Source: an optimization exercise on an open RTL-to-GDS flow (aim: small area and a short achievable clock period). Production flows keep margins and buffers that such runs may drop. RTL that was checked went through simulation tests only; none was proved equivalent to the original. Power is estimated from default activity; no workload was simulated.

== JK ==
==> module fpadd_pipelined, before the edit <==
module fpadd_pipelined (input clk,
                        input reset,
                        input [31:0] reg_A,
                        input [31:0] reg_B,
                        output [31:0] out);
  localparam FINE = 3;
  wire [7:0] ea = reg_A[30:23];
  wire [7:0] eb = reg_B[30:23];
  wire [7:0] dab, dba;
  wire cab, cba;
  fp_add8 sub_ab(.a(ea), .b(~eb), .cin(1'b1), .s(dab), .cout(cab));
  fp_add8 sub_ba(.a(eb), .b(~ea), .cin(1'b1), .s(dba), .cout(cba));
  wire exp_eq = cab & cba;
  wire frac_ge, frac_eq;
  fp_cmp23 cmp_f(.a(reg_A[22:0]), .b(reg_B[22:0]), .ge(frac_ge), .eq(frac_eq));
  wire a_ge_b = exp_eq ? frac_ge : cab;
  wire [7:0] d = cab ? dab : dba;
  wire [4:0] s = d[4:0] | {5{|d[7:5]}};
  wire [22:0] fmn = a_ge_b ? reg_B[22:0] : reg_A[22:0];
  wire [23:0] m0 = {1'b1, fmn} >> {s[4:FINE], {FINE{1'b0}}};
  reg        s0_sign, s0_sub, s0_valid;
  reg [7:0]  s0_exp;
  reg [22:0] s0_fmx;
  reg [23:0] s0_m;
  reg [FINE-1:0] s0_shift;
  always @(posedge clk or posedge reset)
    if (reset) s0_valid <= 1'b0;
    else       s0_valid <= 1'b1;
  always @(posedge clk) begin
    s0_sign  <= a_ge_b ? reg_A[31] : reg_B[31];
    s0_sub   <= reg_A[31] ^ reg_B[31];
    s0_exp   <= a_ge_b ? ea : eb;
    s0_fmx   <= a_ge_b ? reg_A[22:0] : reg_B[22:0];
    s0_m     <= m0;
    s0_shift <= s[FINE-1:0];
  end
  wire [23:0] m = s0_m >> s0_shift;
  wire [24:0] t;
  wire t_cout;
  fp_add25 add_t(.a({2'b01, s0_fmx}), .b({s0_sub, m ^ {24{s0_sub}}}), .cin(s0_sub),
                 .s(t), .cout(t_cout));
  reg        s1_sign, s1_valid, s1_ezero;
  reg [7:0]  s1_exp1;
  reg [24:0] s1_t;
  always @(posedge clk or posedge reset)
    if (reset) s1_valid <= 1'b0;
    else       s1_valid <= s0_valid;
  always @(posedge clk) begin
    s1_sign  <= s0_sign;
    s1_exp1  <= s0_exp + 8'd1;
    s1_ezero <= ~|s0_exp;
    s1_t     <= t;
  end
  wire [23:0] coarse;
  wire        fine;
  wire [7:0]  nexp;
  fp_normalizer fp_normalizer(.mantissa_temp(s1_t),
                              .exp1(s1_exp1),
                              .coarse_mantissa(coarse),
                              .fine_shift(fine),
                              .normalized_exp(nexp));
  wire low_zero = ~|s1_t[23:0];
  wire res_zero = low_zero & (~s1_t[24] | (~s1_sign & s1_ezero));
  wire se_zero  = ~s1_valid | res_zero;
  reg        r2_sign, r2_fine;
  reg [7:0]  r2_exp;
  reg [23:0] r2_man;
  always @(posedge clk or posedge reset)
    if (reset) begin
      r2_sign <= 1'b0;
      r2_exp  <= 8'b0;
      r2_man  <= 24'b0;
      r2_fine <= 1'b0;
    end else begin
      r2_sign <= se_zero ? 1'b0 : s1_sign;
      r2_exp  <= se_zero ? 8'b0 : nexp;
      r2_man  <= s1_valid ? coarse : 24'b0;
      r2_fine <= fine;
    end
  wire [22:0] frac = r2_fine ? r2_man[22:0] : r2_man[23:1];
  assign out = {r2_sign, r2_exp, frac};
endmodule
export LEC_CHECK = 0
export ABC_AREA = 1
export CAP_MARGIN = 20
export CORE_MARGIN = 2
export CORE_UTILIZATION = 40
export SETUP_SLACK_MARGIN = 3.0
export SLEW_MARGIN = 20
export TNS_END_PERCENT = 10
create_clock -name core_clock -period 6.5 [get_ports {clk}]
standard.sh (not shown) runs the stock make flow with config.mk's settings and CLKGATE_MAP_FILE= SYNTH_SCRIPT=/design/flow/synth_recipe.tcl, a recipe that flattens the netlist after the stock synthesis.
==> flow/flow/run.sh <==
#!/bin/bash
# Standard layout (standard.sh) with the smallest buffer on the ports and
# no CTS dummy loads.
bash standard.sh \
  "BUFFER_PORTS_ARGS=-buffer_cell sky130_fd_sc_hd__buf_1" \
  "CTS_ARGS=-sink_clustering_enable -repair_clock_nets -dont_use_dummy_load -buf_list {sky130_fd_sc_hd__clkbuf_4 sky130_fd_sc_hd__clkbuf_8}" \
  finish > standard.log 2>&1
For MS, these inputs were changed with respect to JK:
diff --git a/flow/design.v b/flow/design.v
--- a/flow/design.v
+++ b/flow/design.v
@@ -72,8 +72,28 @@
   assign s[6] = p0[7] ^ g_17;
   assign s[7] = p0[8] ^ g_18;
   assign cout = g_20;
 endmodule
+module fp_cmp8(input [7:0] a, input [7:0] b, output ge, output eq);
+  wire [7:0] g0 = a & ~b;
+  wire [7:0] p0 = ~(a ^ b);
+  wire g_0 = g0[1] | (p0[1] & g0[0]);
+  wire p_0 = p0[1] & p0[0];
+  wire g_1 = g0[3] | (p0[3] & g0[2]);
+  wire p_1 = p0[3] & p0[2];
+  wire g_2 = g0[5] | (p0[5] & g0[4]);
+  wire p_2 = p0[5] & p0[4];
+  wire g_3 = g0[7] | (p0[7] & g0[6]);
+  wire p_3 = p0[7] & p0[6];
+  wire g_4 = g_1 | (p_1 & g_0);
+  wire p_4 = p_1 & p_0;
+  wire g_5 = g_3 | (p_3 & g_2);
+  wire p_5 = p_3 & p_2;
+  wire g_6 = g_5 | (p_5 & g_4);
+  wire p_6 = p_5 & p_4;
+  assign ge = g_6 | p_6;
+  assign eq = p_6;
+endmodule
 module fp_cmp23(input [22:0] a, input [22:0] b, output ge, output eq);
   wire [22:0] g0 = a & ~b;
   wire [22:0] p0 = ~(a ^ b);
   wire g_0 = g0[1] | (p0[1] & g0[0]);
@@ -357,27 +377,36 @@
                         input [31:0] reg_A,
                         input [31:0] reg_B,
                         output [31:0] out);
   localparam FINE = 3;
+  localparam DSEL = 0;
+  localparam [7:0] EXP_ADJ = 8'd1;
   wire [7:0] ea = reg_A[30:23];
   wire [7:0] eb = reg_B[30:23];
   wire [7:0] dab, dba;
   wire cab, cba;
   fp_add8 sub_ab(.a(ea), .b(~eb), .cin(1'b1), .s(dab), .cout(cab));
   fp_add8 sub_ba(.a(eb), .b(~ea), .cin(1'b1), .s(dba), .cout(cba));
-  wire exp_eq = cab & cba;
+  wire exp_ge, exp_eq;
+  fp_cmp8 cmp_e(.a(ea), .b(eb), .ge(exp_ge), .eq(exp_eq));
   wire frac_ge, frac_eq;
   fp_cmp23 cmp_f(.a(reg_A[22:0]), .b(reg_B[22:0]), .ge(frac_ge), .eq(frac_eq));
-  wire a_ge_b = exp_eq ? frac_ge : cab;
-  wire [7:0] d = cab ? dab : dba;
-  wire [4:0] s = d[4:0] | {5{|d[7:5]}};
+  wire a_ge_b = exp_eq ? frac_ge : exp_ge;
+  wire [7:0] d = exp_ge ? dab : dba;
+  wire [4:0] s = d[4:0];
+  wire big = |d[7:5];
+  wire [7:0] d_hi = exp_le ? dba : dab;
+  wire exp_le = ~exp_ge | exp_eq;
   wire [22:0] fmn = a_ge_b ? reg_B[22:0] : reg_A[22:0];
   wire [23:0] m0 = {1'b1, fmn} >> {s[4:FINE], {FINE{1'b0}}};
   reg        s0_sign, s0_sub, s0_valid;
   reg [7:0]  s0_exp;
   reg [22:0] s0_fmx;
   reg [23:0] s0_m;
   reg [FINE-1:0] s0_shift;
+  reg        s0_big;
+  reg [FINE-1:0] s0_shift_hi;
+  reg        s0_big_hi;
   always @(posedge clk or posedge reset)
     if (reset) s0_valid <= 1'b0;
     else       s0_valid <= 1'b1;
   always @(posedge clk) begin
@@ -386,10 +415,16 @@
     s0_exp   <= a_ge_b ? ea : eb;
     s0_fmx   <= a_ge_b ? reg_A[22:0] : reg_B[22:0];
     s0_m     <= m0;
     s0_shift <= s[FINE-1:0];
+    s0_big   <= big;
+    s0_shift_hi <= d_hi[FINE-1:0];
+    s0_big_hi <= |d_hi[7:5];
   end
-  wire [23:0] m = s0_m >> s0_shift;
+  wire [23:0] m_lo = s0_m >> s0_shift;
+  wire [23:0] m_hi = s0_m >> s0_shift_hi;
+  wire [23:0] m_sh = {m_hi[23:12], m_lo[11:0]};
+  wire [23:0] m = m_sh & {{12{~s0_big_hi}}, {12{~s0_big}}};
   wire [24:0] t;
   wire t_cout;
   fp_add25 add_t(.a({2'b01, s0_fmx}), .b({s0_sub, m ^ {24{s0_sub}}}), .cin(s0_sub),
                  .s(t), .cout(t_cout));
@@ -400,9 +435,9 @@
     if (reset) s1_valid <= 1'b0;
     else       s1_valid <= s0_valid;
   always @(posedge clk) begin
     s1_sign  <= s0_sign;
-    s1_exp1  <= s0_exp + 8'd1;
+    s1_exp1  <= s0_exp + EXP_ADJ;
     s1_ezero <= ~|s0_exp;
     s1_t     <= t;
   end
   wire [23:0] coarse;
Findings:
- Between MS and JK, the data arrival time of the critical path is lower for JK.
- The higher via total after detailed routing of MS and JK is in MS.
- Going from JK to MS, effective utilization at floorplan lost 0.30 points; sequential share of layout area picked up an extra 0.25 points; fraction of final layout cells sized beyond drive strength 1 lost 1.4 points; clock power picked up an extra about 4%; number of combinational gates with multiple inputs picked up an extra 16.
- MS: worst-case clock skew 0.010 ns above JK
- Of MS and JK, MS shows the lower area added between synthesis and finish, with JK above it.
- Taking JK as the reference point, the met1 wire length of MS rises by about 5%.
- Layout net count: higher on MS
- JK leaves more setup margin than MS.
Only the layout flow was run in MS; the RTL was not checked for function there.

fpadd_pipelined, a different RTL version from the one above (not shown whole).
Size in the first run: about 1,400 cells after synthesis, about 98 I/O pins.
==> module fpadd_pipelined, before the edit <==
module fpadd_pipelined (input clk,
                        input reset,
                        input [31:0] reg_A,
                        input [31:0] reg_B,
                        output [31:0] out);
  localparam FINE = 3;
  localparam DSEL = 1;
  localparam [7:0] EXP_ADJ = 8'd1;
  wire [7:0] ea = reg_A[30:23];
  wire [7:0] eb = reg_B[30:23];
  wire [7:0] dab, dba;
  wire cab, cba;
  fp_add8 sub_ab(.a(ea), .b(~eb), .cin(1'b1), .s(dab), .cout(cab));
  fp_add8 sub_ba(.a(eb), .b(~ea), .cin(1'b1), .s(dba), .cout(cba));
  wire a_ge_b, exp_ge;
  fp_cmp31 cmp_ab(.a(reg_A[30:0]), .b(reg_B[30:0]), .ge(a_ge_b), .ge_hi(exp_ge));
  wire [7:0] d = a_ge_b ? dab : dba;
  wire [4:0] s = d[4:0];
  wire big = |d[7:5];
  wire [7:0] d_hi = exp_le ? dba : dab;
  wire exp_le = cba;
  wire [22:0] fmn = a_ge_b ? reg_B[22:0] : reg_A[22:0];
  wire [23:0] m0 = {1'b1, fmn} >> {s[4:FINE], {FINE{1'b0}}};
  reg        s0_sign, s0_sub, s0_valid;
  reg [7:0]  s0_exp;
  reg [22:0] s0_fmx;
  reg [23:0] s0_m;
  reg [FINE-1:0] s0_shift;
  reg        s0_big;
  reg [FINE-1:0] s0_shift_hi;
  reg        s0_big_hi;
  always @(posedge clk or posedge reset)
    if (reset) s0_valid <= 1'b0;
    else       s0_valid <= 1'b1;
  always @(posedge clk) begin
    s0_sign  <= a_ge_b ? reg_A[31] : reg_B[31];
    s0_sub   <= reg_A[31] ^ reg_B[31];
    s0_exp   <= a_ge_b ? ea : eb;
    s0_fmx   <= a_ge_b ? reg_A[22:0] : reg_B[22:0];
    s0_m     <= m0;
    s0_shift <= s[FINE-1:0];
    s0_big   <= big;
    s0_shift_hi <= d_hi[FINE-1:0];
    s0_big_hi <= |d_hi[7:5];
  end
  wire [23:0] m_lo = s0_m >> s0_shift;
  wire [23:0] m_hi = s0_m >> s0_shift_hi;
  wire [23:0] m_sh = {m_hi[23:12], m_lo[11:0]};
  wire [23:0] m = m_sh & {{12{~s0_big_hi}}, {12{~s0_big}}};
  wire [24:0] t;
  wire t_cout;
  fp_add25 add_t(.a({2'b01, s0_fmx}), .b({s0_sub, m ^ {24{s0_sub}}}), .cin(s0_sub),
                 .s(t), .cout(t_cout));
  reg        s1_sign, s1_valid, s1_ezero;
  reg [7:0]  s1_exp1;
  reg [24:0] s1_t;
  always @(posedge clk or posedge reset)
    if (reset) s1_valid <= 1'b0;
    else       s1_valid <= s0_valid;
  always @(posedge clk) begin
    s1_sign  <= s0_sign;
    s1_exp1  <= s0_exp + EXP_ADJ;
    s1_ezero <= ~|s0_exp;
    s1_t     <= t;
  end
  wire [23:0] coarse;
  wire        fine;
  wire [7:0]  nexp;
  fp_normalizer fp_normalizer(.mantissa_temp(s1_t),
                              .exp1(s1_exp1),
                              .coarse_mantissa(coarse),
                              .fine_shift(fine),
                              .flush(~s1_valid),
                              .normalized_exp(nexp));
  wire low_zero = ~|s1_t[23:0];
  wire res_zero = low_zero & (~s1_t[24] | (~s1_sign & s1_ezero));
  wire se_zero  = ~s1_valid | res_zero;
  reg        r2_sign, r2_fine;
  reg [7:0]  r2_exp;
  reg [23:0] r2_man;
  always @(posedge clk or posedge reset)
    if (reset) begin
      r2_sign <= 1'b0;
      r2_exp  <= 8'b0;
      r2_man  <= 24'b0;
      r2_fine <= 1'b0;
    end else begin
      r2_sign <= se_zero ? 1'b0 : s1_sign;
      r2_exp  <= se_zero ? 8'b0 : nexp;
      r2_man  <= coarse;
      r2_fine <= fine;
    end
  wire [22:0] frac = r2_fine ? r2_man[22:0] : r2_man[23:1];
  assign out = {r2_sign, r2_exp, frac};
endmodule
export LEC_CHECK = 0
export ABC_AREA = 1
export CAP_MARGIN = 20
export CORE_MARGIN = 2
export CORE_UTILIZATION = 40
export SETUP_SLACK_MARGIN = 3.0
export SLEW_MARGIN = 20
export TNS_END_PERCENT = 10
create_clock -name core_clock -period 6.5 [get_ports {clk}]
Scripts as last shown in full above: flow/flow/run.sh
Next try:
--- a/flow/design.v
+++ b/flow/design.v
@@ -369,24 +369,24 @@
 endmodule
 module fpadd_pipelined (input clk,
                         input reset,
                         input [31:0] reg_A,
                         input [31:0] reg_B,
                         output [31:0] out);
-  localparam FINE = 3;
-  localparam DSEL = 1;
+  localparam FINE = 4;
+  localparam DSEL = 0;
   localparam [7:0] EXP_ADJ = 8'd1;
   wire [7:0] ea = reg_A[30:23];
   wire [7:0] eb = reg_B[30:23];
   wire [7:0] dab, dba;
   wire cab, cba;
   fp_add8 sub_ab(.a(ea), .b(~eb), .cin(1'b1), .s(dab), .cout(cab));
   fp_add8 sub_ba(.a(eb), .b(~ea), .cin(1'b1), .s(dba), .cout(cba));
   wire a_ge_b, exp_ge;
   fp_cmp31 cmp_ab(.a(reg_A[30:0]), .b(reg_B[30:0]), .ge(a_ge_b), .ge_hi(exp_ge));
-  wire [7:0] d = a_ge_b ? dab : dba;
+  wire [7:0] d = exp_ge ? dab : dba;
   wire [4:0] s = d[4:0];
   wire big = |d[7:5];
   wire [7:0] d_hi = exp_le ? dba : dab;
   wire exp_le = cba;
   wire [22:0] fmn = a_ge_b ? reg_B[22:0] : reg_A[22:0];
   wire [23:0] m0 = {1'b1, fmn} >> {s[4:FINE], {FINE{1'b0}}};
Outcome: The new run finished with timing, DRC and antenna clean; count of clock-buffer cells in the layout stays the same; final area goes up by 3.2%; core utilization hardly moves; total power increases by 1.9%; routed wire length went up by 10%.
No run of this note included a check of the RTL's function; only the layout flow was run.

Another version of the RTL of fpadd_pipelined (not shown whole).
Size: ~130 flip-flops, about 98 I/O pins.
==> module fpadd_pipelined, before the edit <==
module fpadd_pipelined (input clk,
                        input reset,
                        input [31:0] reg_A,
                        input [31:0] reg_B,
                        output [31:0] out);
  localparam FINE = 3;
  localparam DSEL = 0;
  localparam [7:0] EXP_ADJ = 8'd1;
  wire [7:0] ea = reg_A[30:23];
  wire [7:0] eb = reg_B[30:23];
  wire [7:0] dab, dba;
  wire cab, cba;
  fp_add8 sub_ab(.a(ea), .b(~eb), .cin(1'b1), .s(dab), .cout(cab));
  fp_add8 sub_ba(.a(eb), .b(~ea), .cin(1'b1), .s(dba), .cout(cba));
  wire exp_eq = cab & cba;
  wire frac_ge, frac_eq;
  fp_cmp23 cmp_f(.a(reg_A[22:0]), .b(reg_B[22:0]), .ge(frac_ge), .eq(frac_eq));
  wire a_ge_b = exp_eq ? frac_ge : cab;
  wire [7:0] d = (DSEL ? a_ge_b : cab) ? dab : dba;
  wire [4:0] s = d[4:0] | {5{|d[7:5]}};
  wire [22:0] fmn = a_ge_b ? reg_B[22:0] : reg_A[22:0];
  wire [23:0] m0 = {1'b1, fmn} >> {s[4:FINE], {FINE{1'b0}}};
  reg        s0_sign, s0_sub, s0_valid;
  reg [7:0]  s0_exp;
  reg [22:0] s0_fmx;
  reg [23:0] s0_m;
  reg [FINE-1:0] s0_shift;
  always @(posedge clk or posedge reset)
    if (reset) s0_valid <= 1'b0;
    else       s0_valid <= 1'b1;
  always @(posedge clk) begin
    s0_sign  <= a_ge_b ? reg_A[31] : reg_B[31];
    s0_sub   <= reg_A[31] ^ reg_B[31];
    s0_exp   <= a_ge_b ? ea : eb;
    s0_fmx   <= a_ge_b ? reg_A[22:0] : reg_B[22:0];
    s0_m     <= m0;
    s0_shift <= s[FINE-1:0];
  end
  wire [23:0] m = s0_m >> s0_shift;
  wire [24:0] t;
  wire t_cout;
  fp_add25 add_t(.a({2'b01, s0_fmx}), .b({s0_sub, m ^ {24{s0_sub}}}), .cin(s0_sub),
                 .s(t), .cout(t_cout));
  reg        s1_sign, s1_valid, s1_ezero;
  reg [7:0]  s1_exp1;
  reg [24:0] s1_t;
  always @(posedge clk or posedge reset)
    if (reset) s1_valid <= 1'b0;
    else       s1_valid <= s0_valid;
  always @(posedge clk) begin
    s1_sign  <= s0_sign;
    s1_exp1  <= s0_exp + EXP_ADJ;
    s1_ezero <= ~|s0_exp;
    s1_t     <= t;
  end
  wire [23:0] coarse;
  wire        fine;
  wire [7:0]  nexp;
  fp_normalizer fp_normalizer(.mantissa_temp(s1_t),
                              .exp1(s1_exp1),
                              .coarse_mantissa(coarse),
                              .fine_shift(fine),
                              .normalized_exp(nexp));
  wire low_zero = ~|s1_t[23:0];
  wire res_zero = low_zero & (~s1_t[24] | (~s1_sign & s1_ezero));
  wire se_zero  = ~s1_valid | res_zero;
  wire [22:0] frac = fine ? coarse[22:0] : coarse[23:1];
  reg [31:0] out_r;
  always @(posedge clk or posedge reset)
    if (reset) out_r <= 32'b0;
    else begin
      out_r[31:23] <= se_zero ? 9'b0 : {s1_sign, nexp};
      out_r[22:0]  <= s1_valid ? frac : 23'b0;
    end
  assign out = out_r;
endmodule
export LEC_CHECK = 0
export ABC_AREA = 1
export CAP_MARGIN = 20
export CORE_MARGIN = 2
export CORE_UTILIZATION = 40
export SETUP_SLACK_MARGIN = 3.0
export SLEW_MARGIN = 20
create_clock -name core_clock -period 6.5 [get_ports {clk}]
Scripts as last shown in full above: flow/flow/run.sh
Edit:
--- a/flow/design.v
+++ b/flow/design.v
@@ -354,15 +354,14 @@
 endmodule
 module fpadd_pipelined (input clk,
                         input reset,
                         input [31:0] reg_A,
                         input [31:0] reg_B,
                         output [31:0] out);
-  localparam FINE = 3;
+  localparam FINE = 4;
   localparam DSEL = 0;
-  localparam [7:0] EXP_ADJ = 8'd1;
   wire [7:0] ea = reg_A[30:23];
   wire [7:0] eb = reg_B[30:23];
   wire [7:0] dab, dba;
   wire cab, cba;
   fp_add8 sub_ab(.a(ea), .b(~eb), .cin(1'b1), .s(dab), .cout(cab));
   fp_add8 sub_ba(.a(eb), .b(~ea), .cin(1'b1), .s(dba), .cout(cba));
@@ -400,13 +399,13 @@
   reg [24:0] s1_t;
   always @(posedge clk or posedge reset)
     if (reset) s1_valid <= 1'b0;
     else       s1_valid <= s0_valid;
   always @(posedge clk) begin
     s1_sign  <= s0_sign;
-    s1_exp1  <= s0_exp + EXP_ADJ;
+    s1_exp1  <= s0_exp + 8'd1;
     s1_ezero <= ~|s0_exp;
     s1_t     <= t;
   end
   wire [23:0] coarse;
   wire        fine;
   wire [7:0]  nexp;
@@ -415,16 +414,24 @@
                               .coarse_mantissa(coarse),
                               .fine_shift(fine),
                               .normalized_exp(nexp));
   wire low_zero = ~|s1_t[23:0];
   wire res_zero = low_zero & (~s1_t[24] | (~s1_sign & s1_ezero));
   wire se_zero  = ~s1_valid | res_zero;
-  wire [22:0] frac = fine ? coarse[22:0] : coarse[23:1];
-  reg [31:0] out_r;
+  reg        r2_sign, r2_fine;
+  reg [7:0]  r2_exp;
+  reg [23:0] r2_man;
   always @(posedge clk or posedge reset)
-    if (reset) out_r <= 32'b0;
-    else begin
-      out_r[31:23] <= se_zero ? 9'b0 : {s1_sign, nexp};
-      out_r[22:0]  <= s1_valid ? frac : 23'b0;
+    if (reset) begin
+      r2_sign <= 1'b0;
+      r2_exp  <= 8'b0;
+      r2_man  <= 24'b0;
+      r2_fine <= 1'b0;
+    end else begin
+      r2_sign <= se_zero ? 1'b0 : s1_sign;
+      r2_exp  <= se_zero ? 8'b0 : nexp;
+      r2_man  <= s1_valid ? coarse : 24'b0;
+      r2_fine <= fine;
     end
-  assign out = out_r;
+  wire [22:0] frac = r2_fine ? r2_man[22:0] : r2_man[23:1];
+  assign out = {r2_sign, r2_exp, frac};
 endmodule
- clock power rises by about 3%
- core utilization is lower by 0.89 points
- setup slack gains 0.15 ns
- final area drops by 1.9%
- global-route usage rises by 1.1 points
- die area came out higher by 0.44%
- non-clock buffer count decreases by 17
- clock skew rises by 0.0051 ns
- synthesized cell count decreases by 1.1%
- sequential share of layout area climbs by 1.2 points
Function was not checked in any run of this note: the RTL went through the layout flow alone.

-- port drivers added, routing unchanged --
How much do the figures lean on ideal ports? The routed layouts below were timed once more, with nothing changed but the port constraints. Step 1 (the two cells are an assumption about what drives the block):
set clk [get_ports {clk}]
set_driving_cell -lib_cell sky130_fd_sc_hd__clkbuf_16 $clk
set_driving_cell -lib_cell sky130_fd_sc_hd__buf_2 [delete_from_list [all_inputs] $clk]
Step 2 adds t to the input delays and takes it off the output delays; t is the mean of the earliest and latest rising clock arrival at the registers after step 1. Input paths then give back, and output paths get back, about the clock's delay inside the block. Slacks: ideal / step 1 / step 2; pairs: ideal / step 1.
| run | t, ns | slack for setup (ns) | cell pins on the clock port's net |
|---|---|---|---|
| JK | 0.474 | 3.154 / 3.167 / 2.693 | 1 |
| MS | 0.471 | 3.143 / 3.159 / 2.689 | 1 |
| the first run of note 2 | 0.472 | 3.183 / 3.193 / 2.721 | 1 |
| the second run of note 2 | 0.480 | 3.099 / 3.115 / 2.635 | 1 |
| the first run of note 3 | 0.464 | 3.040 / 3.055 / 2.592 | 1 |
| the second run of note 3 | 0.467 | 3.189 / 3.189 / 2.771 | 1 |
After both steps every run listed still meets setup and hold. The setup slack of the second run of note 2, which loses most, moves by +0.016 ns with the drivers and by -0.464 ns with both steps.
